This is an optimization exercise on Yosys and OpenROAD, whose aim is small area, not a production implementation.
Only simulation tests tie the RTL to the original design; equivalence was not proved.
Power and IR drop assume default switching activity.

==> design/flow/design.v <==
module baud_gen #(
    parameter DIV_WIDTH = 20
)(
    input  wire                 clk,
    input  wire                 rst_n,
    input  wire [DIV_WIDTH-1:0] divisor,
    output reg                  tick_16x
);
    reg  [DIV_WIDTH-1:0] counter;
    wire [DIV_WIDTH-1:0] next = counter + 1'b1;
    wire off   = ~|divisor[DIV_WIDTH-1:1];
    wire match = (next == divisor);
    always @(posedge clk or negedge rst_n) begin
        if (!rst_n) begin
            counter  <= 0;
            tick_16x <= 0;
        end else begin
            tick_16x <= ~off & match;
            counter  <= (off | match) ? {DIV_WIDTH{1'b0}} : next;
        end
    end
endmodule
module sync_fifo #(
    parameter DATA_WIDTH = 8,
    parameter DEPTH      = 16
)(
    input  wire                  clk,
    input  wire                  rst_n,
    input  wire                  wr_en,
    input  wire [DATA_WIDTH-1:0] din,
    input  wire                  rd_en,
    output wire [DATA_WIDTH-1:0] dout,
    output wire                  full,
    output wire                  empty
);
    localparam PTR_WIDTH = $clog2(DEPTH);
    reg [DATA_WIDTH-1:0] mem [0:DEPTH-1];
    reg [PTR_WIDTH:0]    last;
    assign dout  = mem[last[PTR_WIDTH-1:0]];
    assign empty = last[PTR_WIDTH];
    assign full  = (last == DEPTH-1);
    wire push = wr_en & ~full;
    wire pop  = rd_en & ~empty;
    always @(posedge clk or negedge rst_n) begin
        if (!rst_n)
            last <= {(PTR_WIDTH+1){1'b1}};
        else if (push & ~pop)
            last <= last + 1'b1;
        else if (pop & ~push)
            last <= last - 1'b1;
    end
    integer i;
    always @(posedge clk) begin
        if (push) begin
            mem[0] <= din;
            for (i = 1; i < DEPTH; i = i + 1)
                mem[i] <= mem[i-1];
        end
    end
endmodule
module uart_tx (
    input  wire       clk,
    input  wire       rst_n,
    input  wire       fifo_empty,
    input  wire [7:0] fifo_dout,
    input  wire       s_tick,
    output wire       fifo_pop,
    output reg        tx
);
    localparam [7:0] C_IDLE = 8'd253, C_POP = 8'd254, C_LAST = 8'd159;
    reg [7:0] c;
    reg [7:0] rot;    
    wire       idle  = (c == C_IDLE);
    wire       pre   = &c[7:2];       
    wire [3:0] slot  = c[7:4];
    assign fifo_pop = (c == C_POP);
    always @(posedge clk or negedge rst_n) begin
        if (!rst_n) begin
            c  <= C_IDLE;
            tx <= 1'b1;
        end else begin
            if (idle) begin
                if (!fifo_empty) c <= c + 1'b1;
            end else if (pre) begin
                c <= c + 1'b1;
            end else if (s_tick) begin
                c <= (c == C_LAST) ? C_IDLE : c + 1'b1;
            end
            if (slot == 4'd0)
                tx <= 1'b0;
            else if (slot <= 4'd8)
                tx <= rot[slot[2:0]];
            else
                tx <= 1'b1;
        end
    end
    always @(posedge clk) begin
        if (idle) rot <= {fifo_dout[6:0], fifo_dout[7]};
    end
endmodule
module uart_rx (
    input  wire       clk,
    input  wire       rst_n,
    input  wire       rx,          
    input  wire       s_tick,
    output reg  [7:0] dout,        
    output reg        rx_done_tick
);
    localparam [1:0] IDLE=0, START=1, DATA=2, STOP=3;
    reg [1:0] state;
    reg [3:0] s_count;
    wire ev = s_tick & (&s_count);
    always @(posedge clk or negedge rst_n) begin
        if (!rst_n) begin
            state        <= IDLE;
            rx_done_tick <= 1'b0;
        end else begin
            rx_done_tick <= (state == STOP) & ev;
            case (state)
                IDLE:  if (~rx) state <= START;
                START: if (ev) state <= rx ? IDLE : DATA;
                DATA:  if (ev & dout[0]) state <= STOP;
                STOP:  if (ev) state <= IDLE;
            endcase
        end
    end
    always @(posedge clk) begin
        if (state == IDLE) begin
            s_count <= 4'd8;
            dout    <= 8'h80;
        end else begin
            if (s_tick) s_count <= s_count + 1'b1;
            if (state == DATA && ev) dout <= {rx, dout[7:1]};
        end
    end
endmodule
module apb_uart (
    input  wire        pclk,
    input  wire        presetn,
    input  wire [31:0] paddr,
    input  wire        psel,
    input  wire        penable,
    input  wire        pwrite,
    input  wire [31:0] pwdata,
    output reg  [31:0] prdata,
    output wire        pready,
    output wire        pslverr,
    output wire        tx_o,
    input  wire        rx_i
);
    wire rst_n = presetn;
    assign pready  = 1'b1;
    assign pslverr = 1'b0;
    reg rx_sync1, rx_sync2;
    always @(posedge pclk or negedge rst_n) begin
        if (!rst_n) begin
            rx_sync1 <= 1'b1;
            rx_sync2 <= 1'b1;
        end else begin
            rx_sync1 <= rx_i;
            rx_sync2 <= rx_sync1;
        end
    end
    reg  [19:0] baud_divisor;
    wire        s_tick;
    wire [7:0]  tx_fifo_out, rx_fifo_out, rx_data;
    wire        tx_full, tx_empty, rx_full, rx_empty;
    wire        rx_done_tick;
    wire        tx_fifo_pop;
    wire wr_en = psel & penable & pwrite;
    wire rd_en = psel & penable & ~pwrite;
    wire [3:0] addr = paddr[3:0];
    wire a0 = (addr == 4'h0);
    wire a4 = (addr == 4'h4);
    wire a8 = (addr == 4'h8);
    always @(posedge pclk or negedge rst_n) begin
        if (!rst_n) baud_divisor <= 20'd325;
        else if (wr_en && a8) baud_divisor <= pwdata[19:0];
    end
    always @(*) begin
        prdata = 32'b0;
        prdata[19:0] = {20{a8}} & baud_divisor;
        prdata[7:0]  = prdata[7:0] | ({8{a0}} & rx_fifo_out);
        prdata[1:0]  = prdata[1:0] | ({2{a4}} & {rx_empty, tx_full});
    end
    baud_gen #(.DIV_WIDTH(20)) u_baud (
        .clk(pclk), .rst_n(rst_n),
        .divisor(baud_divisor), .tick_16x(s_tick)
    );
    sync_fifo #(.DATA_WIDTH(8), .DEPTH(16)) u_tx_fifo (
        .clk(pclk), .rst_n(rst_n),
        .wr_en(wr_en & a0),
        .din(pwdata[7:0]),
        .rd_en(tx_fifo_pop),
        .dout(tx_fifo_out),
        .full(tx_full), .empty(tx_empty)
    );
    uart_tx u_tx (
        .clk(pclk), .rst_n(rst_n),
        .fifo_empty(tx_empty),
        .fifo_dout(tx_fifo_out),
        .s_tick(s_tick),
        .fifo_pop(tx_fifo_pop),
        .tx(tx_o)
    );
    sync_fifo #(.DATA_WIDTH(8), .DEPTH(16)) u_rx_fifo (
        .clk(pclk), .rst_n(rst_n),
        .wr_en(rx_done_tick),
        .din(rx_data),
        .rd_en(rd_en & a0),
        .dout(rx_fifo_out),
        .full(rx_full), .empty(rx_empty)
    );
    uart_rx u_rx (
        .clk(pclk), .rst_n(rst_n),
        .rx(rx_sync2),
        .s_tick(s_tick),
        .dout(rx_data),
        .rx_done_tick(rx_done_tick)
    );
endmodule
==> design/flow/run.sh <==
#!/bin/bash
# synth_recipe.tcl (not shown) runs the flow's synth.tcl, then flattens the netlist and writes it again
# the make line also repeats each setting of config.mk as NAME=value (left out here)
make -C /OpenROAD-flow-scripts/flow DESIGN_CONFIG=/design/flow/config.mk WORK_HOME=/design/flow/orfs CLKGATE_MAP_FILE= SYNTH_SCRIPT=/design/flow/synth_recipe.tcl finish
==> design/flow/config.mk <==
export PLATFORM = sky130hd
export DESIGN_NAME = apb_uart
export DESIGN_NICKNAME = apb_uart
export VERILOG_FILES = /design/flow/design.v
export SDC_FILE = /design/flow/constraint.sdc
export NUM_CORES = 4
export LEC_CHECK = 0
export CAP_MARGIN = 20
export CORE_MARGIN = 2
export CORE_UTILIZATION = 40
export CTS_BUF_LIST = sky130_fd_sc_hd__clkbuf_8
export CTS_CLUSTER_DIAMETER = 60
export CTS_CLUSTER_SIZE = 18
export SLEW_MARGIN = 20
==> design/flow/constraint.sdc <==
create_clock -name core_clock -period 6.0 [get_ports {pclk}]
set_input_delay 1.2000 -clock core_clock [delete_from_list [all_inputs] [get_ports {pclk}]]
set_output_delay 1.2000 -clock core_clock [all_outputs]
set_load 0.01 [all_outputs]
==> results of run 1 <==
[Yosys cell counts (9+ instances only)]
master / instances / area (sq um)
a21oi_1: 39 / 195.2
a221oi_1: 14 / 122.6
a22o_1: 13 / 113.9
a22oi_1: 16 / 120.1
a31oi_1: 9 / 56.30
and2_1: 20 / 125.1
and3_1: 13 / 81.33
buf_1: 10 / 37.54
buf_4: 16 / 120.1
clkbuf_1: 36 / 135.1
dfrtp_1: 41 / 1026
dfstp_2: 24 / 630.6
dfxtp_1: 12 / 240.2
edfxtp_1: 264 / 7928
ha_1: 18 / 225.2
inv_1: 21 / 78.83
mux2_2: 38 / 427.9
mux2i_1: 31 / 310.3
nand2_1: 73 / 274.0
nand2b_1: 9 / 56.30
nand3_1: 42 / 210.2
nand4_1: 11 / 68.82
nor2_1: 58 / 217.7
nor2b_1: 9 / 56.30
nor3_1: 33 / 165.2
o21ai_0: 48 / 240.2
xnor2_1: 26 / 227.7
xor2_1: 24 / 210.2
[routing by layer]
| layer | global-route usage | vias up | share of wire |
|---|---|---|---|
| li1 | - | 4267 | - |
| met1 | 0.2545 | 4693 | 0.47 |
| met2 | 0.2720 | 264 | 0.46 |
| met3 | 0.02663 | 40 | 0.058 |
| met4 | 0.03787 | 0 | 0.016 |
| met5 | 0 | - | 0 |
[sequential cells by signal, indices dropped and copies added (netlist names), named ones only]
signal,flops
u_baud.tick_16x,1
u_rx_fifo.mem,128
u_rx.dout,8
u_baud.counter,20
u_tx.c,8
u_tx_fifo.mem,128
rx_sync2,1
u_rx.rx_done_tick,1
rx_sync1,1
u_tx_fifo.last,5
u_tx.tx,1
u_rx.s_count,4
u_rx.state,1
baud_divisor,20
u_rx_fifo.last,5
u_tx.rot,8
[layout make-up]
type | instances | area [sq um] | area share
antenna | 1 | 2.502 | 0.0001506
inverter | 25 | 93.84 | 0.005646
clock inverter | 23 | 244.0 | 0.01468
timing repair buffer | 66 | 651.9 | 0.03922
tap | 468 | 585.6 | 0.03523
sequential | 341 | 9824 | 0.5911
multi-input combinational | 681 | 4806 | 0.2891
clock buffer | 30 | 412.9 | 0.02484
[power groups by stage]
stage	sequential, mW	clock (mW)	combinational, mW
floorplan	2.68	0	0.496
global placement	2.74	0	0.640
detailed placement	2.74	0	0.644
CTS	2.69	1.53	0.647
global route	2.70	1.61	0.717
finish	2.68	1.48	0.650
[path summary, 6_finish.rpt]
kind	end
setup / recovery	prdata[2]
hold / removal	rx_sync2
setup reg to reg	u_rx_fifo.last[4]
hold reg to reg	rx_sync2
max in group asynchronous	baud_divisor[1]
min in group asynchronous	u_baud.counter[4]
[per-stage QoR]
stage / TNS [ns] / worst slack [ns] / cell area, sq um / power [mW]
floorplan: -1.944 / -0.6568 / 15070 / 3.180
global placement: 0 / 1.136 / 15930 / 3.375
detailed placement: 0 / 1.127 / 15930 / 3.381
CTS: 0 / 0.7144 / 16590 / 4.862
global route: 0 / 0.4982 / 16620 / 5.024
finish: 0 / 0.7694 / 16620 / 4.818
[cell families after synthesis]
group | after synthesis
flops | 341
simple gates | 303
compound gates | 215
buf+inv | 96
mux | 77
xor+xnor | 52
fa+ha+maj | 20
other cells | 2
==> impl_metrics.toml, run 1 <==
[die]
io_pins = 105
dieArea_sq_mm = 0.03896
fp.dieW_um = 197.4
coreArea_sq_mm = 0.03670
rows = 70
die_h_um = 197.4
start_util = 0.4076

[yosys]
ys.flop_type = "edfxtp_1"
synth_xor_area_frac = 0.03229
synth_edf_count = 264
synth_cells = 1106
synth_compound_area_frac = 0.09970
synth-async-reset-ratio = 0.1906
avgSynthCellArea_sq_um = 13.53
synth_mux_area_frac = 0.06064
synthSimpleGateAreaFrac = 0.1031
netlist_area_sq_mm = 0.01496
yosysSeqAreaShare = 0.6567
ys_seq_elements = 341
ys_types = 72
yosys.area_share.adder = 0.01773
yosys_warnings = 6
synth_top_family_by_area = "simple AND/OR/NAND/NOR gates"

[global_route]
grt_max_degree = 129
grt_pass1_wl_mm = 52.87
grt_overflow = 0
grt_pass1_vias = 9076
grt_use_total = 0.1730
antenna_found_initial = 1

[power]
seq_power_share = 0.557
share_comb_of_total_power = 0.135
p_leak_nw = 5.364
p_int_mw = 3.498
swShare = 0.2740
peakVddDrop_v = 0.0001785
p_sw_mw = 1.320
power_density_mw_per_mm2 = 289.9
power.share.clock = 0.308

[detailed_routing]
drc = 0
wl_per_cell_um = 20.77
antenna_left = 0
wl_mm = 33.96
drtPass1Iterations = 5
drt_first_iter_violations = 1024
via_per_inst = 5.666
vias = 9264

[final_layout]
drive_gt1_frac = 0.1304
mostFrequentLayoutCells = "edfxtp_1 (264), nand2_1 (73), nor2_1 (58), clkdlybuf4s50_1 (49), o21ai_0 (48)"
finalCoreUtilization = 0.4529
fin_nets = 1234
syn2layout_area_growth_pct = 11.11
layout_commonest_cell = "edfxtp_1"
n_fill_cell = 3264
instances_no_fill = 1635

[setup_path]
cpLargestDelayFamily = "buffers and inverters"
ff2ff_setup_slack_ns = 2.24
critPathSlowestCell = "dfstp_2"
cp-start-kind = "flop"
arrival_ns = 4.03
worstRegToRegCells = 11
critPathMaxFanout = 25
crit_path_frequent_cell = "a21oi_1"
max_stage_delay_ns = 0.96
path_buf_inv = 2
cp_cell_sequence = "inv_1, nor2_1, a22o_1, a21oi_1, o22a_1, a21oi_1, a21o_1, clkdlybuf4s50_1"
crit_cells = 8
r2r-start = "u_rx_fifo.last[3]"
path_class = "flop to primary output"
cp-startpoint = "u_rx_fifo.last[2]"
cp-end-kind = "primary output"
worstPathRequired_ns = 4.80

[place]
place.gp.congestion = 0.8618
dp_cells = 1580
dpl.hpwl_mm = 21.97
io_buffers = 50

[sta]
relSlewSlack = 0.3109
period_share = 0.8718
worst_clock_skew_ns = 0.04734
period_minus_slack_ns = 5.231
setup_viol = 0
rsz0062_at_grt = "no"
whs_ns = 0.3632
fmax_mhz = 191.2
tightestPinTransition_ns = 1.026
hold_viol_final = 0
slew_violations = 0

[clock_tree]
cts_hold_buffers = 0
clk_pin_slew_ns = 0.10
cts_tree = "done"
insertion_delay_ns = 0.61
post_cts_resized = 0
clock-sinks = 341
cts_setup_buffers = 0
numCtsBuffers = 29
root_buffer = "clkbuf_8"
clockBufferDepth = 3
htree_levels = 1

[min_path]
holdPathStages = 0
hold_start = "rx_sync1"
hold_path.class = "flop to flop"

[run]
max_cap_violations = 0

[outcome]
status = "complete, no violations"
==> inputs of run 2 (changes only) <==
--- a/design/flow/config.mk
+++ b/design/flow/config.mk
@@ -8,7 +8,4 @@
 export CAP_MARGIN = 20
 export CORE_MARGIN = 2
 export CORE_UTILIZATION = 40
-export CTS_BUF_LIST = sky130_fd_sc_hd__clkbuf_8
-export CTS_CLUSTER_DIAMETER = 60
-export CTS_CLUSTER_SIZE = 18
 export SLEW_MARGIN = 20
==> run 2 against run 1 <==
Effect of this change: critical endpoint unchanged; largest cell class unchanged; count of clock-buffer cells in the layout increased by 15; global-route usage increased by 0.32 points; sequential power about the same; final area increased by 2.6%; via count increased by 0.57%.
==> impl_metrics.toml, run 2 <==
[final_layout]
top_regs = "u_rx_fifo.mem: 128 flops, u_tx_fifo.mem: 128 flops"
fin_nets = 1242
diodes = 0
drive_gt1_frac = 0.1282
layout_commonest_cell = "edfxtp_1"
mostFrequentLayoutCells = "edfxtp_1 (264), nand2_1 (73), nor2_1 (58), clkdlybuf4s50_1 (49), o21ai_0 (48)"
syn2layout_area_growth_pct = 13.95

[clock_tree]
root_buffer = "clkbuf_16"
insertion_delay_ns = 0.53
post_cts_resized = 0
htree_levels = 2
cts_setup_buffers = 0
numCtsBuffers = 37
cts_hold_buffers = 0
clock-sinks = 341
cts_tree = "done"
clk_pin_slew_ns = 0.06
clockBufferDepth = 3

[detailed_routing]
vias = 9317
via_per_inst = 5.660
wl_per_cell_um = 20.68
drtPass1Iterations = 5
wl_mm = 34.05
drc = 0
drt_first_iter_violations = 942
antenna_left = 0

[power]
p_sw_mw = 1.370
power.share.clock = 0.384
p_int_mw = 4.046
power_density_mw_per_mm2 = 317.7
p_leak_nw = 5.547
seq_power_share = 0.496
share_comb_of_total_power = 0.119
swShare = 0.2530
power_mw = 5.416
peakVddDrop_v = 0.0002079

[yosys]
yosys_warnings = 6
ys.flop_type = "edfxtp_1"
synth_edf_count = 264
yosysMostFrequentCell = "edfxtp_1"
ys_seq_elements = 341
ys_top_cells_by_area = "edfxtp_1 (53%), dfrtp_1 (6.9%), dfstp_2 (4.2%)"
ys_types = 72
avgSynthCellArea_sq_um = 13.53
synthTopCellsByCount = "edfxtp_1 (264), nand2_1 (73), nor2_1 (58)"
netlist_area_sq_mm = 0.01496
synth_cells = 1106
synth-async-reset-ratio = 0.1906
yosysSeqAreaShare = 0.6567
netlist.area_leader.share = 0.5299
yosysTopAreaCell = "edfxtp_1"

[die]
io_pins = 105
coreArea_sq_mm = 0.03670
die_h_um = 197.4
fp.dieW_um = 197.4
dieArea_sq_mm = 0.03896
start_util = 0.4076
rows = 70

[setup_path]
cp-start-kind = "flop"
worstPathRequired_ns = 4.80
critPathMaxFanout = 25
cp-end-kind = "primary output"
path_class = "flop to primary output"
arrival_ns = 4.00

[sta]
whs_ns = 0.3580
tightestPinTransition_ns = 1.098
setup_viol = 0
period_share = 0.8674
worst_clock_skew_ns = 0.02213
rsz0062_at_grt = "no"
fmax_mhz = 192.1
period_minus_slack_ns = 5.205
setup-tns-final_ns = 0
relSlewSlack = 0.2623
slew_violations = 0
hold_viol_final = 0

[global_route]
grt_overflow = 0
antenna_found_initial = 0
grt_pass1_wl_mm = 53.25
grt_pass1_vias = 9193
grt_max_degree = 129
grt_use_total = 0.1762

[place]
place.gp.congestion = 0.8618
io_buffers = 50
dpl.hpwl_mm = 21.97

[outcome]
status = "complete, no violations"

[min_path]
hold_path.class = "flop to flop"

[run]
max_cap_violations = 0
[run 2: cell counts after synthesis]
Identical to the previous run, type by type.
[run 2: stage by stage]
stage                     area (sq um)  instances  utilization  setup WS (ns)
after detailed placement         15930       1580       0.4341          1.127
after floorplan                  15070       1118            -        -0.6568
after global placement           15930       1580       0.4341          1.136
final                            17050       1646       0.4645         0.7953
after global routing             17050       1646       0.4645         0.5464
after CTS                        17020       1645       0.4637         0.7581
[run 2: path summary, 6_finish.rpt]
path | cells after the start | from | to | slack [ns]
worst max-delay path | 8 | u_rx_fifo.last[2] | prdata[2] | 0.80
worst min-delay path | 0 | rx_sync1 | rx_sync2 | 0.36
worst max register to register | 11 | u_rx_fifo.last[3] | u_rx_fifo.last[4] | 2.27
worst min register to register | 0 | rx_sync1 | rx_sync2 | 0.36
max in group asynchronous | 2 | presetn | u_tx.c[1] | 4.58
min in group asynchronous | 2 | presetn | u_baud.counter[16] | 0.88
[run 2: cell type report]
class                      count  area (sq um)
sequential                   341          9824
multi-input combinational    681          4806
clock buffer                  45         955.9
tap                          468         585.6
fill                        3236         19650
inverter                      25         93.84
clock inverter                20         128.9
timing repair buffer          66         651.9
[run 2: power by group through the flow]
stage / combinational (mW) / clock (mW) / sequential, mW
floorplan: 0.496 / 0 / 2.68
global placement: 0.640 / 0 / 2.74
detailed placement: 0.644 / 0 / 2.74
CTS: 0.648 / 2.13 / 2.69
global route: 0.718 / 2.22 / 2.70
finish: 0.647 / 2.08 / 2.69
[run 2: kinds of logic (layout without fill, tap and decap cells)]
group | count (synthesis) | count (layout) | share of synthesized area
other | 2 | 14 | 0.0005020
muxes | 77 | 77 | 0.06064
and+or+nand+nor | 303 | 303 | 0.1031
AOI/OAI and AO/OA | 215 | 215 | 0.09970
adders and majority gates | 20 | 20 | 0.01773
buffers and inverters | 96 | 156 | 0.02927
xor gates and xnor gates | 52 | 52 | 0.03228
DFF | 341 | 341 | 0.6567
[run 2: metal layers]
layer,part of all wire,vias up,GRT usage
met1,0.46,4683,0.2511
met5,0,-,0
met4,0.025,0,0.05737
li1,-,4302,-
met3,0.063,59,0.03381
met2,0.46,273,0.2726
[run 2: worst max-delay path, stage by stage (launching register included)]
cell and delay [ns]:
dfstp_2 0.95, inv_1 0.47, nor2_1 0.55, a22o_1 0.23
a21oi_1 0.07, o22a_1 0.20, a21oi_1 0.30, a21o_1 0.12
clkdlybuf4s50_1 0.57
==> inputs of run 3 (changes only) <==
--- a/design/flow/config.mk
+++ b/design/flow/config.mk
@@ -8,4 +8,7 @@
 export CAP_MARGIN = 20
 export CORE_MARGIN = 2
 export CORE_UTILIZATION = 40
+export CTS_BUF_LIST = sky130_fd_sc_hd__clkbuf_16
+export CTS_CLUSTER_DIAMETER = 80
+export CTS_CLUSTER_SIZE = 22
 export SLEW_MARGIN = 20
==> run 3 against run 2 <==
Effect of this change: setup slack better by 0.017 ns; combinational power about the same; power down 12%; fmax up 0.32%; register-to-register slack worse by 0.03 ns; synthesized cell count unchanged; core utilization down 1.3 points; global-route usage down 0.35 points; worst hold slack better by 0.0024 ns; first-iteration DRC count up 1.5%; clock skew up 0.0012 ns; die area unchanged.
==> impl_metrics.toml, run 3 <==
[outcome]
status = "complete, no violations"

[final_layout]
top_regs = "u_rx_fifo.mem: 128 flops, u_tx_fifo.mem: 128 flops"
multi_input_comb_area_sq_mm = 0.004806
layout_commonest_cell = "edfxtp_1"
fin_nets = 1225
n_fill_cell = 3269
diodes = 0
instances_no_fill = 1617
syn2layout_area_growth_pct = 10.79
ff_latch_area_sq_mm = 0.009824
finalCoreUtilization = 0.4516
mostFrequentLayoutCells = "edfxtp_1 (264), nand2_1 (73), nor2_1 (58), clkdlybuf4s50_1 (49), o21ai_0 (48)"
drive_gt1_frac = 0.1105

[sta]
fin_ws_ns = 0.8120
slew_violations = 0
rsz0062_at_grt = "no"
hold_viol_final = 0
whs_ns = 0.3604
period_minus_slack_ns = 5.188
setup_viol = 0
period_share = 0.8647
worst_clock_skew_ns = 0.02336
relSlewSlack = 0.2728
tightestPinTransition_ns = 1.082
fmax_mhz = 192.8

[detailed_routing]
antenna_left = 0
drc = 0
drtPass1Iterations = 5
wl_per_cell_um = 20.85
via_per_inst = 5.712
wl_mm = 33.71
drt_first_iter_violations = 956
vias = 9236

[yosys]
ys.flop_type = "edfxtp_1"
netlist.area_leader.share = 0.5299
synthTopCellsByCount = "edfxtp_1 (264), nand2_1 (73), nor2_1 (58)"
avgSynthCellArea_sq_um = 13.53
synth_cells = 1106
yosysTopAreaCell = "edfxtp_1"
ys_top_cells_by_area = "edfxtp_1 (53%), dfrtp_1 (6.9%), dfstp_2 (4.2%)"
netlist_area_sq_mm = 0.01496
ys_seq_elements = 341
yosysMostFrequentCell = "edfxtp_1"
synth-async-reset-ratio = 0.1906
synth_edf_count = 264
ys_types = 72
yosysSeqAreaShare = 0.6567
yosys_warnings = 6

[setup_path]
arrival_ns = 3.99
worstPathRequired_ns = 4.80
max_stage_delay_ns = 0.96
cp-end-kind = "primary output"
critPathMaxFanout = 25
path_class = "flop to primary output"
critPathSlowestCell = "dfstp_2"
cpLargestDelayFamily = "buffers and inverters"
cp_cell_sequence = "inv_1, nor2_1, a22o_1, a21oi_1, o22a_1, a21oi_1, a21o_1, clkdlybuf4s50_1"
crit_path_frequent_cell = "a21oi_1"
cp-start-kind = "flop"
path_buf_inv = 2

[power]
share_comb_of_total_power = 0.136
p_sw_mw = 1.253
seq_power_share = 0.563
power_density_mw_per_mm2 = 287.5
power.share.clock = 0.301
peakVddDrop_v = 0.0002042
swShare = 0.2630
p_int_mw = 3.512
p_leak_nw = 5.349
power_mw = 4.765

[place]
dpl.hpwl_mm = 21.97
dp_cells = 1580
place.gp.congestion = 0.8618
io_buffers = 50
dp_slack_ns = 1.127

[global_route]
grt_overflow = 0
antenna_found_initial = 0
grt_max_degree = 129
grt_use_total = 0.1727
grt_pass1_vias = 9043
grt_pass1_wl_mm = 52.73

[die]
dieArea_sq_mm = 0.03896
coreArea_sq_mm = 0.03670
fp.dieW_um = 197.4
start_util = 0.4076
die_h_um = 197.4
io_pins = 105
rows = 70

[clock_tree]
post_cts_resized = 0
cts_setup_buffers = 0
clk_pin_slew_ns = 0.09
clock-sinks = 341
root_buffer = "clkbuf_16"
insertion_delay_ns = 0.54
htree_levels = 1
clockBufferDepth = 3
cts_tree = "done"
numCtsBuffers = 20
cts_hold_buffers = 0

[run]
max_cap_violations = 0

[min_path]
hold_path.class = "flop to flop"
run 3: cell counts after synthesis:
Identical to the previous run, type by type.
run 3: final timing paths:
check	from	end	slack, ns	cells past startpoint
max	u_rx_fifo.last[2]	prdata[2]	0.81	8
min	rx_sync1	rx_sync2	0.36	0
max reg2reg	u_rx_fifo.last[3]	u_rx_fifo.last[4]	2.24	11
min reg2reg	rx_sync1	rx_sync2	0.36	0
max in group asynchronous	presetn	baud_divisor[19]	4.61	2
min in group asynchronous	presetn	u_baud.counter[9]	0.85	2
run 3: cell type report:
class | count | share of cell area
sequential | 341 | 0.5928
clock buffer | 21 | 0.03171
clock inverter | 15 | 0.005209
tap | 468 | 0.03533
multi-input combinational | 681 | 0.2900
inverter | 25 | 0.005662
timing repair buffer | 66 | 0.03933
run 3: per-layer routing:
| metal | up-vias | track usage | part of all wire |
|---|---|---|---|
| met5 | - | 0 | 0 |
| met2 | 248 | 0.2697 | 0.46 |
| met3 | 48 | 0.02459 | 0.055 |
| met1 | 4689 | 0.2551 | 0.47 |
| met4 | 0 | 0.04288 | 0.020 |
| li1 | 4251 | - | - |
run 3: stage by stage:
step,setup TNS (ns),area (sq um)
after floorplan,-1.944,15070
after global routing,0,16570
after detailed placement,0,15930
after global placement,0,15930
after CTS,0,16540
final,0,16570
run 3: cells by family after synthesis:
family,after synthesis,share of synthesized area
flip-flops,341,0.6567
AND/OR/NAND/NOR,303,0.1031
AO/OA/AOI/OAI,215,0.09970
buffers and inverters,96,0.02927
multiplexers,77,0.06064
XOR/XNOR,52,0.03228
adder cells (fa/ha/maj),20,0.01773
other,2,0.0005020
run 3: power groups by stage:
stage	Combinational, mW	Clock, mW	Sequential (mW)
6_report	0.648	1.43	2.68
2_1_floorplan	0.496	0	2.68
3_3_place_gp	0.640	0	2.74
5_1_grt	0.717	1.55	2.70
3_5_place_dp	0.644	0	2.74
4_1_cts	0.647	1.48	2.69
==> inputs of run 4 (changes only) <==
--- a/design/flow/config.mk
+++ b/design/flow/config.mk
@@ -8,7 +8,5 @@
 export CAP_MARGIN = 20
 export CORE_MARGIN = 2
 export CORE_UTILIZATION = 40
-export CTS_BUF_LIST = sky130_fd_sc_hd__clkbuf_16
-export CTS_CLUSTER_DIAMETER = 80
-export CTS_CLUSTER_SIZE = 22
+export CTS_BUF_LIST = sky130_fd_sc_hd__clkbuf_2 sky130_fd_sc_hd__clkbuf_4
 export SLEW_MARGIN = 20
==> run 4 against run 3 <==
Effect of this change: cell count up 8.0%; count of clock-buffer cells in the layout up 122; non-clock buffer count unchanged; synthesized area unchanged; setup slack worse by 0.26 ns; highest routed layer unchanged.
==> impl_metrics.toml, run 4 <==
[power]
seq_power_share = 0.501
p_int_mw = 3.943
swShare = 0.2651
power_mw = 5.365
peakVddDrop_v = 0.0001584
power_density_mw_per_mm2 = 313.3
power.share.clock = 0.378
p_sw_mw = 1.422
share_comb_of_total_power = 0.121
p_leak_nw = 5.713

[die]
dieArea_sq_mm = 0.03896
rows = 70
coreArea_sq_mm = 0.03670
start_util = 0.4076
die_h_um = 197.4
io_pins = 105
fp.dieW_um = 197.4

[global_route]
antenna_found_initial = 2
grt_pass1_wl_mm = 54.62
grt_pass1_vias = 9773
grt_max_degree = 129
grt_use_total = 0.1803
grt_overflow = 0

[setup_path]
cp-start-kind = "flop"
crit_end = "prdata[2]"
critPathMaxFanout = 25
max_stage_delay_ns = 0.95
r2r-start = "u_rx_fifo.last[3]"
r2r-end = "u_rx_fifo.last[4]"
cp-startpoint = "u_rx_fifo.last[2]"
arrival_ns = 4.24
cp_cell_sequence = "inv_1, nor2_1, a22o_1, a21oi_1, o22a_1, a21oi_1, a21o_1, clkdlybuf4s50_1"
critPathSlowestCell = "dfstp_2"
crit_path_frequent_cell = "a21oi_1"
ff2ff_setup_slack_ns = 2.24
path_class = "flop to primary output"
cp-end-kind = "primary output"
worstRegToRegCells = 11
worstPathRequired_ns = 4.80

[final_layout]
top_regs = "u_rx_fifo.mem: 128 flops, u_tx_fifo.mem: 128 flops"
layout_commonest_cell = "edfxtp_1"
n_fill_cell = 3294
mostFrequentLayoutCells = "edfxtp_1 (264), clkbuf_4 (143), nand2_1 (73), nor2_1 (58), clkdlybuf4s50_1 (49)"
syn2layout_area_growth_pct = 14.49
fin_nets = 1294
drive_gt1_frac = 0.1969

[yosys]
yosys_warnings = 6
synthTopCellsByCount = "edfxtp_1 (264), nand2_1 (73), nor2_1 (58)"
netlist_area_sq_mm = 0.01496
synth-async-reset-ratio = 0.1906
yosysMostFrequentCell = "edfxtp_1"
ys.flop_type = "edfxtp_1"
netlist.area_leader.share = 0.5299
synth_edf_count = 264
ys_types = 72
ys_seq_elements = 341
avgSynthCellArea_sq_um = 13.53
yosysTopAreaCell = "edfxtp_1"
synth_cells = 1106
yosysSeqAreaShare = 0.6567
ys_top_cells_by_area = "edfxtp_1 (53%), dfrtp_1 (6.9%), dfstp_2 (4.2%)"

[clock_tree]
post_cts_resized = 0
cts_tree = "done"
insertion_delay_ns = 0.75
clockBufferDepth = 3
clk_pin_slew_ns = 0.06
clock-sinks = 341
numCtsBuffers = 89
cts_setup_buffers = 0
htree_levels = 3
root_buffer = "clkbuf_4"
cts_hold_buffers = 0

[sta]
setup_viol = 0
rsz0062_at_grt = "no"
relSlewSlack = 0.2947
slew_violations = 0
tightestPinTransition_ns = 1.050
fin_ws_ns = 0.5552
worst_clock_skew_ns = 0.05649
period_minus_slack_ns = 5.445
period_share = 0.9075
fmax_mhz = 183.7
hold_viol_final = 0

[outcome]
status = "complete, no violations"

[detailed_routing]
wl_per_cell_um = 19.98
drt_first_iter_violations = 822
drc = 0
antenna_left = 0
via_per_inst = 5.529
wl_mm = 34.91
drtPass1Iterations = 5
vias = 9660

[run]
max_cap_violations = 0

[place]
dp_slack_ns = 1.127
place.gp.congestion = 0.8618
dpl.hpwl_mm = 21.97
io_buffers = 50

[min_path]
hold_path.class = "flop to flop"
run 4: cell types whose count changed in the layout (fill, tap and decap cells not counted), sizes merged:
| cell | previous run | this run |
|---|---|---|
| inv | 33 | 23 |
| clkinv | 6 | 20 |
| diode | 0 | 4 |
| clkbuf | 21 | 143 |
run 4: power groups by stage:
| stage | Combinational (mW) | Clock [mW] | Sequential, mW |
|---|---|---|---|
| floorplan | 0.496 | 0 | 2.68 |
| detailed placement | 0.644 | 0 | 2.74 |
| global placement | 0.640 | 0 | 2.74 |
| global route | 0.718 | 2.22 | 2.70 |
| finish | 0.650 | 2.03 | 2.69 |
| CTS | 0.648 | 2.09 | 2.69 |
run 4: area by class of cell:
cell class                      instances  area, sq um  area share
Multi-Input combinational cell        681         4806      0.2806
Clock inverter                         19        82.58    0.004821
Inverter                               25        93.84    0.005479
Timing Repair Buffer                   66        651.9     0.03806
Clock buffer                          143         1074     0.06268
Antenna cell                            4        10.01   0.0005844
Tap cell                              468        585.6     0.03419
Sequential cell                       341         9824      0.5736
run 4: worst min-delay path by stage:
stage | startpoint | to | cells after the start | slack (ns)
6_report | rx_sync1 | rx_sync2 | 0 | 0.36
5_1_grt | rx_sync1 | rx_sync2 | 0 | 0.36
4_1_cts | rx_sync1 | rx_sync2 | 0 | 0.36
3_5_place_dp | rx_sync1 | rx_sync2 | 0 | 0.35
3_3_place_gp | rx_sync1 | rx_sync2 | 0 | 0.35
2_1_floorplan | rx_sync1 | rx_sync2 | 0 | 0.35
run 4: routing by layer:
layer,up-vias,track usage,part of all wire
met5,-,0,0
met4,0,0.05848,0.013
met3,40,0.04388,0.068
met2,309,0.2788,0.47
met1,4843,0.2509,0.45
li1,4468,-,-
run 4: logic make-up after synthesis:
family / Yosys count / synth area share
xor+xnor: 52 / 0.03228
fa+ha+maj: 20 / 0.01773
other cells: 2 / 0.0005020
compound gates: 215 / 0.09970
mux: 77 / 0.06064
flops: 341 / 0.6567
buf+inv: 96 / 0.02927
simple gates: 303 / 0.1031
run 4: critical path, delay by kind of cell, from the launching register on:
| family | cells | cell delay, ns |
|---|---|---|
| AO/OA/AOI/OAI | 5 | 0.96 |
| flip-flops | 1 | 0.95 |
| AND/OR/NAND/NOR | 1 | 0.54 |
| buffers and inverters | 2 | 1.04 |
run 4: through the flow:
| stage | hold WS (ns) | utilization | setup TNS (ns) | area, sq um | cells |
|---|---|---|---|---|---|
| 5_1_grt | 0.3593 | 0.4667 | 0 | 17130 | 1747 |
| 4_1_cts | 0.3578 | 0.4656 | 0 | 17090 | 1742 |
| 3_5_place_dp | 0.3495 | 0.4341 | 0 | 15930 | 1580 |
| 3_3_place_gp | 0.3460 | 0.4341 | 0 | 15930 | 1580 |
| 2_1_floorplan | 0.3452 | - | -1.944 | 15070 | 1118 |
| 6_report | 0.3561 | 0.4667 | 0 | 17130 | 1747 |
==> inputs of run 5 (changes only) <==
--- a/design/flow/design.v
+++ b/design/flow/design.v
@@ -7,9 +7,18 @@
     output reg                  tick_16x
 );
     reg  [DIV_WIDTH-1:0] counter;
-    wire [DIV_WIDTH-1:0] next = counter + 1'b1;
+    reg  [DIV_WIDTH-1:0] next;
+    reg  [DIV_WIDTH:0]   cy;
+    integer i;
+    always @(*) begin
+        cy[0] = 1'b1;
+        for (i = 0; i < DIV_WIDTH; i = i + 1) begin
+            next[i]  = counter[i] ^ cy[i];
+            cy[i+1]  = counter[i] & cy[i];
+        end
+    end
     wire off   = ~|divisor[DIV_WIDTH-1:1];
-    wire match = (next == divisor);
+    wire match = &(next ~^ divisor);
     always @(posedge clk or negedge rst_n) begin
         if (!rst_n) begin
             counter  <= 0;
@@ -41,13 +50,22 @@
     assign full  = (last == DEPTH-1);
     wire push = wr_en & ~full;
     wire pop  = rd_en & ~empty;
+    wire dn = pop & ~push;
+    reg  [PTR_WIDTH:0]   last_nx;
+    reg  [PTR_WIDTH+1:0] cy;
+    integer j;
+    always @(*) begin
+        cy[0] = push ^ pop;
+        for (j = 0; j <= PTR_WIDTH; j = j + 1) begin
+            last_nx[j] = last[j] ^ cy[j];
+            cy[j+1]    = cy[j] & (last[j] ^ dn);
+        end
+    end
     always @(posedge clk or negedge rst_n) begin
         if (!rst_n)
             last <= {(PTR_WIDTH+1){1'b1}};
-        else if (push & ~pop)
-            last <= last + 1'b1;
-        else if (pop & ~push)
-            last <= last - 1'b1;
+        else
+            last <= last_nx;
     end
     integer i;
     always @(posedge clk) begin
@@ -70,6 +88,16 @@
     localparam [7:0] C_IDLE = 8'd253, C_POP = 8'd254, C_LAST = 8'd159;
     reg [7:0] c;
     reg [7:0] rot;    
+    reg  [7:0] c_inc;
+    reg  [8:0] cy;
+    integer j;
+    always @(*) begin
+        cy[0] = 1'b1;
+        for (j = 0; j < 8; j = j + 1) begin
+            c_inc[j] = c[j] ^ cy[j];
+            cy[j+1]  = cy[j] & c[j];
+        end
+    end
     wire       idle  = (c == C_IDLE);
     wire       pre   = &c[7:2];       
     wire [3:0] slot  = c[7:4];
@@ -80,11 +108,11 @@
             tx <= 1'b1;
         end else begin
             if (idle) begin
-                if (!fifo_empty) c <= c + 1'b1;
+                if (!fifo_empty) c <= c_inc;
             end else if (pre) begin
-                c <= c + 1'b1;
+                c <= c_inc;
             end else if (s_tick) begin
-                c <= (c == C_LAST) ? C_IDLE : c + 1'b1;
+                c <= (c == C_LAST) ? C_IDLE : c_inc;
             end
             if (slot == 4'd0)
                 tx <= 1'b0;
@@ -129,7 +157,8 @@
             s_count <= 4'd8;
             dout    <= 8'h80;
         end else begin
-            if (s_tick) s_count <= s_count + 1'b1;
+            if (s_tick) s_count <= {s_count[3] ^ (&s_count[2:0]), s_count[2] ^ (&s_count[1:0]),
+                                   s_count[1] ^ s_count[0], ~s_count[0]};
             if (state == DATA && ev) dout <= {rx, dout[7:1]};
         end
     end
==> design/flow/flow/run.sh (new file) <==
#!/bin/bash
# Own layout flow: the standard synthesis, then the combinational logic
# between its registers re-mapped by ABC for area (registers untouched:
# same instances, names and cell types), then the standard ORFS layout with
# smaller port buffers and a leaner clock tree.
set -euo pipefail
W=$(pwd)
F=$W/flow
R=$W/orfs/results/${FLOW_PLATFORM:-sky130hd}/apb_uart/base
LIB=$FLOW_HOME/platforms/sky130hd/lib/sky130_fd_sc_hd__tt_025C_1v80.lib
YOSYS=$(command -v yosys || echo "$FLOW_HOME/../tools/install/yosys/bin/yosys")

bash standard.sh synth > "$W/log_1_standard_synth.txt" 2>&1
cp "$R/1_2_yosys.v" "$W/standard_synth.v"

DU=""
for c in sky130_fd_sc_hd__probe_p_8 sky130_fd_sc_hd__probec_p_8 'sky130_fd_sc_hd__lpflow_*'; do
  DU="$DU -dont_use $c"
done
SEQ=$(tr '\n' ' ' < "$F/seqcells.txt")
cat > "$W/remap.ys" <<EOY
read_liberty -ignore_miss_func $LIB
blackbox $SEQ
read_verilog $W/standard_synth.v
hierarchy -top $FLOW_TOP
flatten
opt_clean -purge
abc -liberty $LIB $DU -script $F/remap.abc
opt_clean -purge
write_verilog -noattr -nohex -nodec -selected $W/remap_abc.v
design -reset
read_liberty -lib $LIB
read_verilog $W/remap_abc.v
hierarchy -top $FLOW_TOP
hilomap -hicell sky130_fd_sc_hd__conb_1 HI -locell sky130_fd_sc_hd__conb_1 LO
splitnets
opt_clean -purge
rename -enumerate -pattern _r%_
tee -o $W/remap_stat.txt stat -liberty $LIB
check -assert -mapped
write_verilog -noattr -nohex -nodec $W/remapped.v
EOY
"$YOSYS" -s "$W/remap.ys" > "$W/log_2_remap.txt" 2>&1
cp "$W/remapped.v" "$R/1_2_yosys.v"
touch "$R/1_2_yosys.v"

bash standard.sh \
  "BUFFER_PORTS_ARGS=-buffer_cell sky130_fd_sc_hd__buf_1" \
  "CTS_ARGS=-sink_clustering_enable -repair_clock_nets -dont_use_dummy_load -buf_list sky130_fd_sc_hd__clkbuf_16 -sink_clustering_size 22 -sink_clustering_max_diameter 80" \
  finish > "$W/log_3_layout.txt" 2>&1
==> design/flow/flow/remap.abc (new file) <==
strash
dc2
&get -n
&dch -f
&nf -a -R 1000
&put
topo
==> design/flow/flow/seqcells.txt (new file) <==
sky130_fd_sc_hd__dfbbn_1
sky130_fd_sc_hd__dfbbn_2
sky130_fd_sc_hd__dfbbp_1
sky130_fd_sc_hd__dfrbp_1
sky130_fd_sc_hd__dfrbp_2
sky130_fd_sc_hd__dfrtn_1
sky130_fd_sc_hd__dfrtp_1
sky130_fd_sc_hd__dfrtp_2
sky130_fd_sc_hd__dfrtp_4
sky130_fd_sc_hd__dfsbp_1
sky130_fd_sc_hd__dfsbp_2
sky130_fd_sc_hd__dfstp_1
sky130_fd_sc_hd__dfstp_2
sky130_fd_sc_hd__dfstp_4
sky130_fd_sc_hd__dfxbp_1
sky130_fd_sc_hd__dfxbp_2
sky130_fd_sc_hd__dfxtp_1
sky130_fd_sc_hd__dfxtp_2
sky130_fd_sc_hd__dfxtp_4
sky130_fd_sc_hd__dlclkp_1
sky130_fd_sc_hd__dlclkp_2
sky130_fd_sc_hd__dlclkp_4
sky130_fd_sc_hd__dlrbn_1
sky130_fd_sc_hd__dlrbn_2
sky130_fd_sc_hd__dlrbp_1
sky130_fd_sc_hd__dlrbp_2
sky130_fd_sc_hd__dlrtn_1
sky130_fd_sc_hd__dlrtn_2
sky130_fd_sc_hd__dlrtn_4
sky130_fd_sc_hd__dlrtp_1
sky130_fd_sc_hd__dlrtp_2
sky130_fd_sc_hd__dlrtp_4
sky130_fd_sc_hd__dlxbn_1
sky130_fd_sc_hd__dlxbn_2
sky130_fd_sc_hd__dlxbp_1
sky130_fd_sc_hd__dlxtn_1
sky130_fd_sc_hd__dlxtn_2
sky130_fd_sc_hd__dlxtn_4
sky130_fd_sc_hd__dlxtp_1
sky130_fd_sc_hd__edfxbp_1
sky130_fd_sc_hd__edfxtp_1
sky130_fd_sc_hd__lpflow_inputisolatch_1
sky130_fd_sc_hd__sdfbbn_1
sky130_fd_sc_hd__sdfbbn_2
sky130_fd_sc_hd__sdfbbp_1
sky130_fd_sc_hd__sdfrbp_1
sky130_fd_sc_hd__sdfrbp_2
sky130_fd_sc_hd__sdfrtn_1
sky130_fd_sc_hd__sdfrtp_1
sky130_fd_sc_hd__sdfrtp_2
sky130_fd_sc_hd__sdfrtp_4
sky130_fd_sc_hd__sdfsbp_1
sky130_fd_sc_hd__sdfsbp_2
sky130_fd_sc_hd__sdfstp_1
sky130_fd_sc_hd__sdfstp_2
sky130_fd_sc_hd__sdfstp_4
sky130_fd_sc_hd__sdfxbp_1
sky130_fd_sc_hd__sdfxbp_2
sky130_fd_sc_hd__sdfxtp_1
sky130_fd_sc_hd__sdfxtp_2
sky130_fd_sc_hd__sdfxtp_4
sky130_fd_sc_hd__sdlclkp_1
sky130_fd_sc_hd__sdlclkp_2
sky130_fd_sc_hd__sdlclkp_4
sky130_fd_sc_hd__sedfxbp_1
sky130_fd_sc_hd__sedfxbp_2
sky130_fd_sc_hd__sedfxtp_1
sky130_fd_sc_hd__sedfxtp_2
sky130_fd_sc_hd__sedfxtp_4
==> design/flow/standard.sh (new file) <==
#!/bin/bash
# synth_recipe.tcl (not shown) runs the flow's synth.tcl, then flattens the netlist and writes it again
# the make line also repeats each setting of config.mk as NAME=value (left out here)
make -C /OpenROAD-flow-scripts/flow DESIGN_CONFIG=/design/flow/config.mk WORK_HOME=/design/flow/orfs CLKGATE_MAP_FILE= SYNTH_SCRIPT=/design/flow/synth_recipe.tcl "${@:-finish}"
==> design/flow/config.mk (replaced) <==
export PLATFORM = sky130hd
export DESIGN_NAME = apb_uart
export DESIGN_NICKNAME = apb_uart
export VERILOG_FILES = /design/flow/design.v
export SDC_FILE = /design/flow/constraint.sdc
export NUM_CORES = 4
export LEC_CHECK = 0
export ABC_AREA = 1
export CAP_MARGIN = 20
export CORE_MARGIN = 2
export CORE_UTILIZATION = 40
export SLEW_MARGIN = 20
removed: design/flow/run.sh
==> run 5 against run 4 <==
Effect of this change: still clean on timing, DRC and antenna; sequential share of layout area rose by 11 points; routed wire length fell by 18%; first-iteration DRC count grew 7.3%; sequential power is essentially flat; flip-flop and latch count unchanged; global-route usage is 1.1 points lower; setup slack gained 0.97 ns; fmax grew 22%; power is 16% lower; clock power is 37% lower; cell count down 26%; synthesized cell count fell by 27%; critical path type unchanged.
==> impl_metrics.toml, run 5 <==
[outcome]
status = "complete, no violations"

[setup_path]
path_class = "flop to primary output"
cp-startpoint = "u_rx_fifo.last[1]"
max_stage_delay_ns = 0.76
worstPathRequired_ns = 4.80
cpLargestDelayFamily = "simple AND/OR/NAND/NOR gates"
path_buf_inv = 1
cp_cell_sequence = "nand2_1, nor2_1, a222oi_1, and4_1, a21oi_1, a21o_1, buf_1"
critPathMaxFanout = 15
cp-end-kind = "primary output"
r2r-start = "u_baud.counter[0]"
arrival_ns = 3.27
cp-start-kind = "flop"
critPathSlowestCell = "nor2_1"

[clock_tree]
insertion_delay_ns = 0.51
numCtsBuffers = 19
post_cts_resized = 0
cts_hold_buffers = 0
clockBufferDepth = 3
clk_pin_slew_ns = 0.09
clock-sinks = 341
cts_setup_buffers = 0
root_buffer = "clkbuf_16"
htree_levels = 1
cts_tree = "done"

[power]
p_leak_nw = 4.934
p_int_mw = 3.385
power_density_mw_per_mm2 = 315.5
share_comb_of_total_power = 0.115
power_mw = 4.517
seq_power_share = 0.601
power.share.clock = 0.284
swShare = 0.2507
p_sw_mw = 1.132
peakVddDrop_v = 0.0002532

[final_layout]
fin_nets = 967
drive_gt1_frac = 0.07598
mostFrequentLayoutCells = "edfxtp_1 (264), nor2_1 (58), a222oi_1 (54), buf_1 (49), nand2_1 (44)"
n_fill_cell = 2795
syn2layout_area_growth_pct = 10.29
finalCoreUtilization = 0.4514
instances_no_fill = 1297
diodes = 0
top_regs = "u_rx_fifo.mem: 128 flops, u_tx_fifo.mem: 128 flops"
layout_commonest_cell = "edfxtp_1"

[detailed_routing]
drc = 0
wl_mm = 28.53
vias = 7588
drt_first_iter_violations = 882
wl_per_cell_um = 22.00
via_per_inst = 5.850
antenna_left = 0
drtPass1Iterations = 9

[yosys]
avgSynthCellArea_sq_um = 16.03
netlist_area_sq_mm = 0.01298
yosys_warnings = 6
synth_cells = 810

[place]
io_buffers = 50
dp_cells = 1278
place.gp.congestion = 0.7816
dp_slack_ns = 1.697
dpl.hpwl_mm = 17.91

[die]
rows = 65
start_util = 0.4093
fp.dieW_um = 184.1
die_h_um = 184.1
dieArea_sq_mm = 0.03391
io_pins = 105
coreArea_sq_mm = 0.03172

[sta]
tightestPinTransition_ns = 1.070
setup_viol = 0
rsz0062_at_grt = "no"
setup-tns-final_ns = 0
relSlewSlack = 0.2840
fmax_mhz = 223.5
fin_ws_ns = 1.526
slew_violations = 0
period_minus_slack_ns = 4.474
worst_clock_skew_ns = 0.01794
hold_viol_final = 0
period_share = 0.7456

[global_route]
met3_usage = 0.02114
antenna_found_initial = 0
use_met2 = 0.2619
grt_pass1_vias = 7256
use_met1 = 0.2546
grt_use_total = 0.1689
grt_pass1_wl_mm = 43.70
top_usage_layer = "met2"
grt_max_degree = 131
grt_overflow = 0

[run]
max_cap_violations = 0

[min_path]
hold_start = "rx_sync1"
hold_path.class = "flop to flop"
## run 5: per-layer routing
| layer | part of all wire | routed length (um) | vias up |
|---|---|---|---|
| met5 | 0 | 0 | - |
| met3 | 0.076 | 2179 | 48 |
| met2 | 0.46 | 13060 | 305 |
| li1 | - | - | 3392 |
| met4 | 0.021 | 610 | 0 |
| met1 | 0.44 | 12680 | 3843 |
## run 5: path summary, 6_finish.rpt
| check | to | slack (ns) | depth (start not counted) |
|---|---|---|---|
| hold reg to reg | rx_sync2 | 0.36 | 0 |
| min in group asynchronous | baud_divisor[12] | 0.87 | 2 |
| hold / removal | rx_sync2 | 0.36 | 0 |
| max in group asynchronous | baud_divisor[9] | 4.59 | 2 |
| setup / recovery | prdata[7] | 1.53 | 7 |
| setup reg to reg | u_baud.counter[12] | 2.20 | 17 |
## run 5: area by class of cell
| cell class | count | area (sq um) | area share |
|---|---|---|---|
| sequential | 341 | 9824 | 0.6862 |
| multi-input combinational | 462 | 3164 | 0.2210 |
| tap | 402 | 503.0 | 0.03513 |
| clock buffer | 19 | 475.5 | 0.03321 |
| timing repair buffer | 66 | 321.6 | 0.02246 |
| inverter | 7 | 28.78 | 0.002010 |
## run 5: power by group through the flow
stage / combinational [mW] / sequential (mW) / clock (mW)
6_report: 0.519 / 2.71 / 1.28
5_1_grt: 0.566 / 2.73 / 1.39
4_1_cts: 0.515 / 2.72 / 1.31
3_5_place_dp: 0.507 / 2.77 / 0
3_3_place_gp: 0.509 / 2.76 / 0
2_1_floorplan: 0.339 / 2.73 / 0
## run 5: through the flow
step           hold slack [ns]  instance area, sq um
2_1_floorplan           0.3452                 12990
3_3_place_gp            0.3475                 13840
3_5_place_dp            0.3488                 13840
4_1_cts                 0.3615                 14320
5_1_grt                 0.3628                 14320
6_report                0.3610                 14320
## run 5: worst register-to-register path, cell delays in order (launching register included)
cell     delay (ns)
dfrtp_1        0.43
and3_1         0.25
and3_1         0.24
nand3_1        0.17
nor2_1         0.24
nand3_1        0.18
nor2_1         0.23
nand3_1        0.18
nor2_1         0.24
nand3_1        0.18
nor2_1         0.23
nand3_1        0.15
xnor2_1        0.26
xnor2_1        0.15
nand3_1        0.12
o21ai_1        0.10
buf_4          0.25
nor2_1         0.08
==> inputs of run 6 (changes only) <==
--- a/design/flow/flow/run.sh
+++ b/design/flow/flow/run.sh
@@ -46,5 +46,5 @@
 
 bash standard.sh \
   "BUFFER_PORTS_ARGS=-buffer_cell sky130_fd_sc_hd__buf_1" \
-  "CTS_ARGS=-sink_clustering_enable -repair_clock_nets -dont_use_dummy_load -buf_list sky130_fd_sc_hd__clkbuf_16 -sink_clustering_size 22 -sink_clustering_max_diameter 80" \
+  "CTS_ARGS=-sink_clustering_enable -repair_clock_nets -dont_use_dummy_load -buf_list sky130_fd_sc_hd__clkbuf_16 -root_buf sky130_fd_sc_hd__clkbuf_8 -tree_buf sky130_fd_sc_hd__clkbuf_8 -sink_clustering_size 30 -sink_clustering_max_diameter 100" \
   finish > "$W/log_3_layout.txt" 2>&1
==> run 6 against run 5 <==
Effect of this change: clock skew is 0.032 ns higher; count of clock-buffer cells in the layout is 4 lower; fmax is 1.1% lower; still clean on timing, DRC and antenna; synthesized cell count stayed put; global-route usage is 0.20 points lower; cell count is 0.31% lower.
==> impl_metrics.toml, run 6 <==
[place]
place.gp.congestion = 0.7816
dpl.hpwl_mm = 17.91
io_buffers = 50

[clock_tree]
cts_hold_buffers = 0
clock-sinks = 341
root_buffer = "clkbuf_8"
post_cts_resized = 0
insertion_delay_ns = 0.55
cts_setup_buffers = 0
htree_levels = 1
numCtsBuffers = 15
clockBufferDepth = 3
clk_pin_slew_ns = 0.11
cts_tree = "done"

[run]
max_cap_violations = 0

[sta]
relSlewSlack = 0.2772
hold_viol_final = 0
setup_viol = 0
fmax_mhz = 221.1
period_share = 0.7537
rsz0062_at_grt = "no"
period_minus_slack_ns = 4.522
slew_violations = 0
worst_clock_skew_ns = 0.04948
setup-tns-final_ns = 0
tightestPinTransition_ns = 1.084

[final_layout]
syn2layout_area_growth_pct = 9.263
top_regs = "u_rx_fifo.mem: 128 flops, u_tx_fifo.mem: 128 flops"
mostFrequentLayoutCells = "edfxtp_1 (264), nor2_1 (58), a222oi_1 (54), buf_1 (49), nand2_1 (44)"
diodes = 0
fin_nets = 963
drive_gt1_frac = 0.07183
layout_commonest_cell = "edfxtp_1"
finalCoreUtilization = 0.4472

[outcome]
status = "complete, no violations"

[detailed_routing]
via_per_inst = 5.803
wl_per_cell_um = 22.01
drtPass1Iterations = 6
drt_first_iter_violations = 1028
wl_mm = 28.45
drc = 0
vias = 7503
antenna_left = 0

[power]
peakVddDrop_v = 0.0001997
power_mw = 4.323
p_leak_nw = 4.870
power_density_mw_per_mm2 = 304.8

[global_route]
grt_use_total = 0.1669
grt_pass1_wl_mm = 43.26
antenna_found_initial = 0
grt_max_degree = 131
grt_overflow = 0
grt_pass1_vias = 7243

[setup_path]
path_class = "flop to primary output"
worstPathRequired_ns = 4.80
arrival_ns = 3.32
critPathMaxFanout = 15
cp-start-kind = "flop"
cp-end-kind = "primary output"

[yosys]
avgSynthCellArea_sq_um = 16.03
synth_cells = 810
netlist_area_sq_mm = 0.01298
yosys_warnings = 6

[die]
start_util = 0.4093
dieArea_sq_mm = 0.03391
io_pins = 105
fp.dieW_um = 184.1
die_h_um = 184.1
coreArea_sq_mm = 0.03172
rows = 65

[min_path]
hold_path.class = "flop to flop"
-- run 6: where the power goes --
part | internal, mW | total, mW | switching, mW
sequential | 2.61 | 2.71 | 0.101
clock | 0.408 | 1.09 | 0.686
combinational | 0.204 | 0.516 | 0.311
total | 3.23 | 4.32 | 1.10
-- run 6: metal layers --
layer / vias up / share of wire / GRT usage
met2: 305 / 0.46 / 0.2616
met1: 3780 / 0.45 / 0.2517
met5: - / 0 / 0
met4: 0 / 0.016 / 0.03424
met3: 37 / 0.074 / 0.02055
li1: 3381 / - / -
-- run 6: worst paths after layout --
path                                         endpoint  cells after the start               from  slack (ns)
hold reg to reg                              rx_sync2                      0           rx_sync1        0.36
setup / recovery                            prdata[7]                      7  u_rx_fifo.last[1]        1.48
max in group asynchronous  asynchronous set/reset pin                      2            presetn        4.65
setup reg to reg                   u_baud.counter[12]                     17  u_baud.counter[0]        2.19
min in group asynchronous            baud_divisor[12]                      2            presetn        0.81
hold / removal                               rx_sync2                      0           rx_sync1        0.36
-- run 6: area by class of cell --
type / instances / area [sq um]
fillers: 2807 / 17530
well taps: 402 / 503.0
clock buffers: 15 / 341.6
multi-input cells: 462 / 3164
repair buffers: 66 / 321.6
inverters: 7 / 28.78
flip-flops and latches: 341 / 9824
-- run 6: per-stage QoR --
stage | hold WS (ns) | setup slack (ns) | cells | cell area [sq um]
2_1_floorplan | 0.3452 | 0.7065 | 810 | 12990
3_3_place_gp | 0.3475 | 1.809 | 1278 | 13840
3_5_place_dp | 0.3488 | 1.697 | 1278 | 13840
4_1_cts | 0.3644 | 1.415 | 1293 | 14180
5_1_grt | 0.3655 | 1.276 | 1293 | 14180
6_report | 0.3632 | 1.478 | 1293 | 14180
-- run 6: critical path: stages, from the launching register on --
cell      delay (ns)
dfstp_2         0.75
nand2_1         0.20
nor2_1          0.75
a222oi_1        0.28
and4_1          0.27
a21oi_1         0.22
a21o_1          0.12
buf_1           0.18
==> inputs of run 7 (changes only) <==
--- a/design/flow/design.v
+++ b/design/flow/design.v
@@ -85,7 +85,7 @@
     output wire       fifo_pop,
     output reg        tx
 );
-    localparam [7:0] C_IDLE = 8'd253, C_POP = 8'd254, C_LAST = 8'd159;
+    localparam [7:0] C_IDLE = 8'd253;
     reg [7:0] c;
     reg [7:0] rot;    
     reg  [7:0] c_inc;
@@ -98,10 +98,11 @@
             cy[j+1]  = cy[j] & c[j];
         end
     end
-    wire       idle  = (c == C_IDLE);
-    wire       pre   = &c[7:2];       
+    wire       pre   = &c[7:2];               
+    wire       idle  = pre & ~c[1];           
+    wire       last  = c[7] & c[4] & (&c[3:0]);  
     wire [3:0] slot  = c[7:4];
-    assign fifo_pop = (c == C_POP);
+    assign fifo_pop = pre & c[1] & ~c[0];     
     always @(posedge clk or negedge rst_n) begin
         if (!rst_n) begin
             c  <= C_IDLE;
@@ -112,14 +113,14 @@
             end else if (pre) begin
                 c <= c_inc;
             end else if (s_tick) begin
-                c <= (c == C_LAST) ? C_IDLE : c_inc;
+                c <= last ? C_IDLE : c_inc;
             end
             if (slot == 4'd0)
                 tx <= 1'b0;
-            else if (slot <= 4'd8)
+            else if (slot[3] & slot[0])
+                tx <= 1'b1;
+            else
                 tx <= rot[slot[2:0]];
-            else
-                tx <= 1'b1;
         end
     end
     always @(posedge clk) begin
==> run 7 against run 6 <==
Effect of this change: synthesized cell count rose by 1.7%; core utilization fell by 0.099 points; first-iteration DRC count fell by 12%; fmax rose by 0.88%; non-clock buffer count fell by 5; clock skew rose by 0.00097 ns; cell count rose by 0.70%; sequential power barely moved; routed wire length fell by 0.41%; register-to-register slack got worse by 0.41 ns; critical path type unchanged; largest cell class unchanged; highest routed layer unchanged.
==> impl_metrics.toml, run 7 <==
[outcome]
status = "complete, no violations"

[setup_path]
path_class = "flop to primary output"
cp-start-kind = "flop"
critPathMaxFanout = 10
ff2ff_setup_slack_ns = 1.78
r2r-end = "u_baud.counter[14]"
cp-end-kind = "primary output"
r2r-start = "u_baud.counter[0]"
arrival_ns = 3.28
worstPathRequired_ns = 4.80
worstRegToRegCells = 17

[sta]
worst_clock_skew_ns = 0.05045
whs_ns = 0.3661
setup_viol = 0
fmax_mhz = 223.1
period_minus_slack_ns = 4.483
hold_viol_final = 0
slew_violations = 0
tightestPinTransition_ns = 1.044
rsz0062_at_grt = "no"
period_share = 0.7471
relSlewSlack = 0.3014
setup-tns-final_ns = 0

[detailed_routing]
via_per_inst = 5.791
antenna_left = 0
wl_per_cell_um = 21.76
vias = 7540
wl_mm = 28.34
drtPass1Iterations = 6
drc = 0
drt_first_iter_violations = 900

[clock_tree]
clk_pin_slew_ns = 0.11
clockBufferDepth = 3
root_buffer = "clkbuf_8"
htree_levels = 1
post_cts_resized = 0
insertion_delay_ns = 0.56
cts_tree = "done"
cts_hold_buffers = 0
clock-sinks = 341
numCtsBuffers = 15
cts_setup_buffers = 0

[power]
p_sw_mw = 0.9515
p_leak_nw = 4.771
power.share.clock = 0.263
power_mw = 4.100
seq_power_share = 0.655
peakVddDrop_v = 0.0001899
share_comb_of_total_power = 0.082
swShare = 0.2321
p_int_mw = 3.148
power_density_mw_per_mm2 = 289.7

[die]
die_h_um = 183.9
rows = 65
start_util = 0.4083
fp.dieW_um = 183.9
io_pins = 105
dieArea_sq_mm = 0.03383
coreArea_sq_mm = 0.03172

[global_route]
grt_max_degree = 73
antenna_found_initial = 0
grt_pass1_wl_mm = 43.44
grt_overflow = 0
grt_pass1_vias = 7277
grt_use_total = 0.1679

[yosys]
avgSynthCellArea_sq_um = 15.72
netlist_area_sq_mm = 0.01295
synth_cells = 824
yosys_warnings = 6

[final_layout]
drive_gt1_frac = 0.07222
fin_nets = 972
layout_commonest_cell = "edfxtp_1"
instances_no_fill = 1302
diodes = 0
n_fill_cell = 2841
mostFrequentLayoutCells = "edfxtp_1 (264), nand2_1 (60), nor2_1 (58), a222oi_1 (49), buf_1 (49)"
syn2layout_area_growth_pct = 9.274
finalInstanceArea_sq_mm = 0.01415
top_regs = "u_rx_fifo.mem: 128 flops, u_tx_fifo.mem: 128 flops"

[place]
placed_area_sq_mm = 0.01381
io_buffers = 50
dpl.hpwl_mm = 17.93
place.gp.congestion = 0.7659
dp_cells = 1287

[min_path]
hold_start = "rx_sync1"
min_to = "rx_sync2"
holdPathStages = 0
hold_path.class = "flop to flop"

[run]
max_cap_violations = 0
run 7: critical path, cell delays in order (launching register included):
cell      delay, ns
dfstp_2        0.68
nand2b_1       0.16
nor2_1         0.77
a222oi_1       0.31
nand3_1        0.19
o221ai_1       0.29
nand2_1        0.17
buf_1          0.16
run 7: layout make-up:
type / count / area (sq um) / share of cell area
tap: 402 / 503.0 / 0.03554
clock buffer: 15 / 341.6 / 0.02414
sequential: 341 / 9824 / 0.6942
inverter: 9 / 38.79 / 0.002741
timing repair buffer: 61 / 284.0 / 0.02007
multi-input combinational: 474 / 3161 / 0.2233
run 7: per-layer routing:
metal  part of all wire  global-route usage  vias up  routed length, um
li1                   -                   -     3414                  -
met1               0.44              0.2497     3779              12520
met2               0.46              0.2593      320              12950
met3              0.082             0.02555       27               2328
met4              0.019             0.04288        0                539
met5                  0                   0        -                  0
run 7: worst max path at each step:
stage	cells after the start	startpoint	slack [ns]	to
floorplan	3	paddr[2]	1.01	u_tx_fifo.mem[0][0]
global placement	5	paddr[2]	1.75	prdata[5]
detailed placement	5	paddr[2]	1.73	prdata[5]
CTS	7	u_rx_fifo.last[1]	1.46	prdata[5]
global route	7	u_rx_fifo.last[3]	1.29	prdata[5]
finish	7	u_rx_fifo.last[1]	1.52	prdata[5]
run 7: power groups by stage:
stage / sequential (mW) / clock [mW] / combinational, mW
6_report: 2.69 / 1.08 / 0.335
5_1_grt: 2.70 / 1.18 / 0.374
4_1_cts: 2.69 / 1.11 / 0.332
3_5_place_dp: 2.74 / 0 / 0.329
3_3_place_gp: 2.74 / 0 / 0.326
2_1_floorplan: 2.71 / 0 / 0.226
run 7: per-stage QoR:
stage	worst slack (ns)	utilization
floorplan	1.006	-
global placement	1.750	0.4353
detailed placement	1.734	0.4353
CTS	1.457	0.4460
global route	1.289	0.4462
finish	1.517	0.4462

==> static timing again, ports no longer ideal <==
How much do the figures lean on ideal ports? The routed layouts below were timed once more, with nothing changed but the port constraints. Step 1, drivers: a clkbuf_16 drives pclk and a buf_2 each remaining input, both assumed. Step 2 moves the port delays by t, midway between the first and last clock arrival at a register: inputs arrive t later, outputs are due t later. That takes back most of the time a late clock gives input paths. a / b / c = ideal / step 1 / step 2; a / b = the first two.
run | t, ns | setup slack, ns | latest minus earliest clock arrival (ns) | worst data-port slew with drivers (ns) | cell pins on the clock port's net
run 1 | 0.637 | 0.769 / 0.724 / 1.110 | 0.048 / 0.049 | 0.05 | 1
run 2 | 0.570 | 0.795 / 0.745 / 1.084 | 0.024 / 0.025 | 0.05 | 1
run 3 | 0.577 | 0.812 / 0.763 / 1.090 | 0.023 / 0.023 | 0.05 | 1
run 4 | 0.760 | 0.555 / 0.512 / 1.039 | 0.057 / 0.057 | 0.05 | 1
run 5 | 0.552 | 1.526 / 1.477 / 1.730 | 0.021 / 0.020 | 0.07 | 1
run 6 | 0.578 | 1.478 / 1.432 / 1.721 | 0.053 / 0.053 | 0.07 | 1
run 7 | 0.571 | 1.517 / 1.477 / 1.731 | 0.051 / 0.051 | 0.05 | 1
After both steps setup and hold are still met in every run listed.
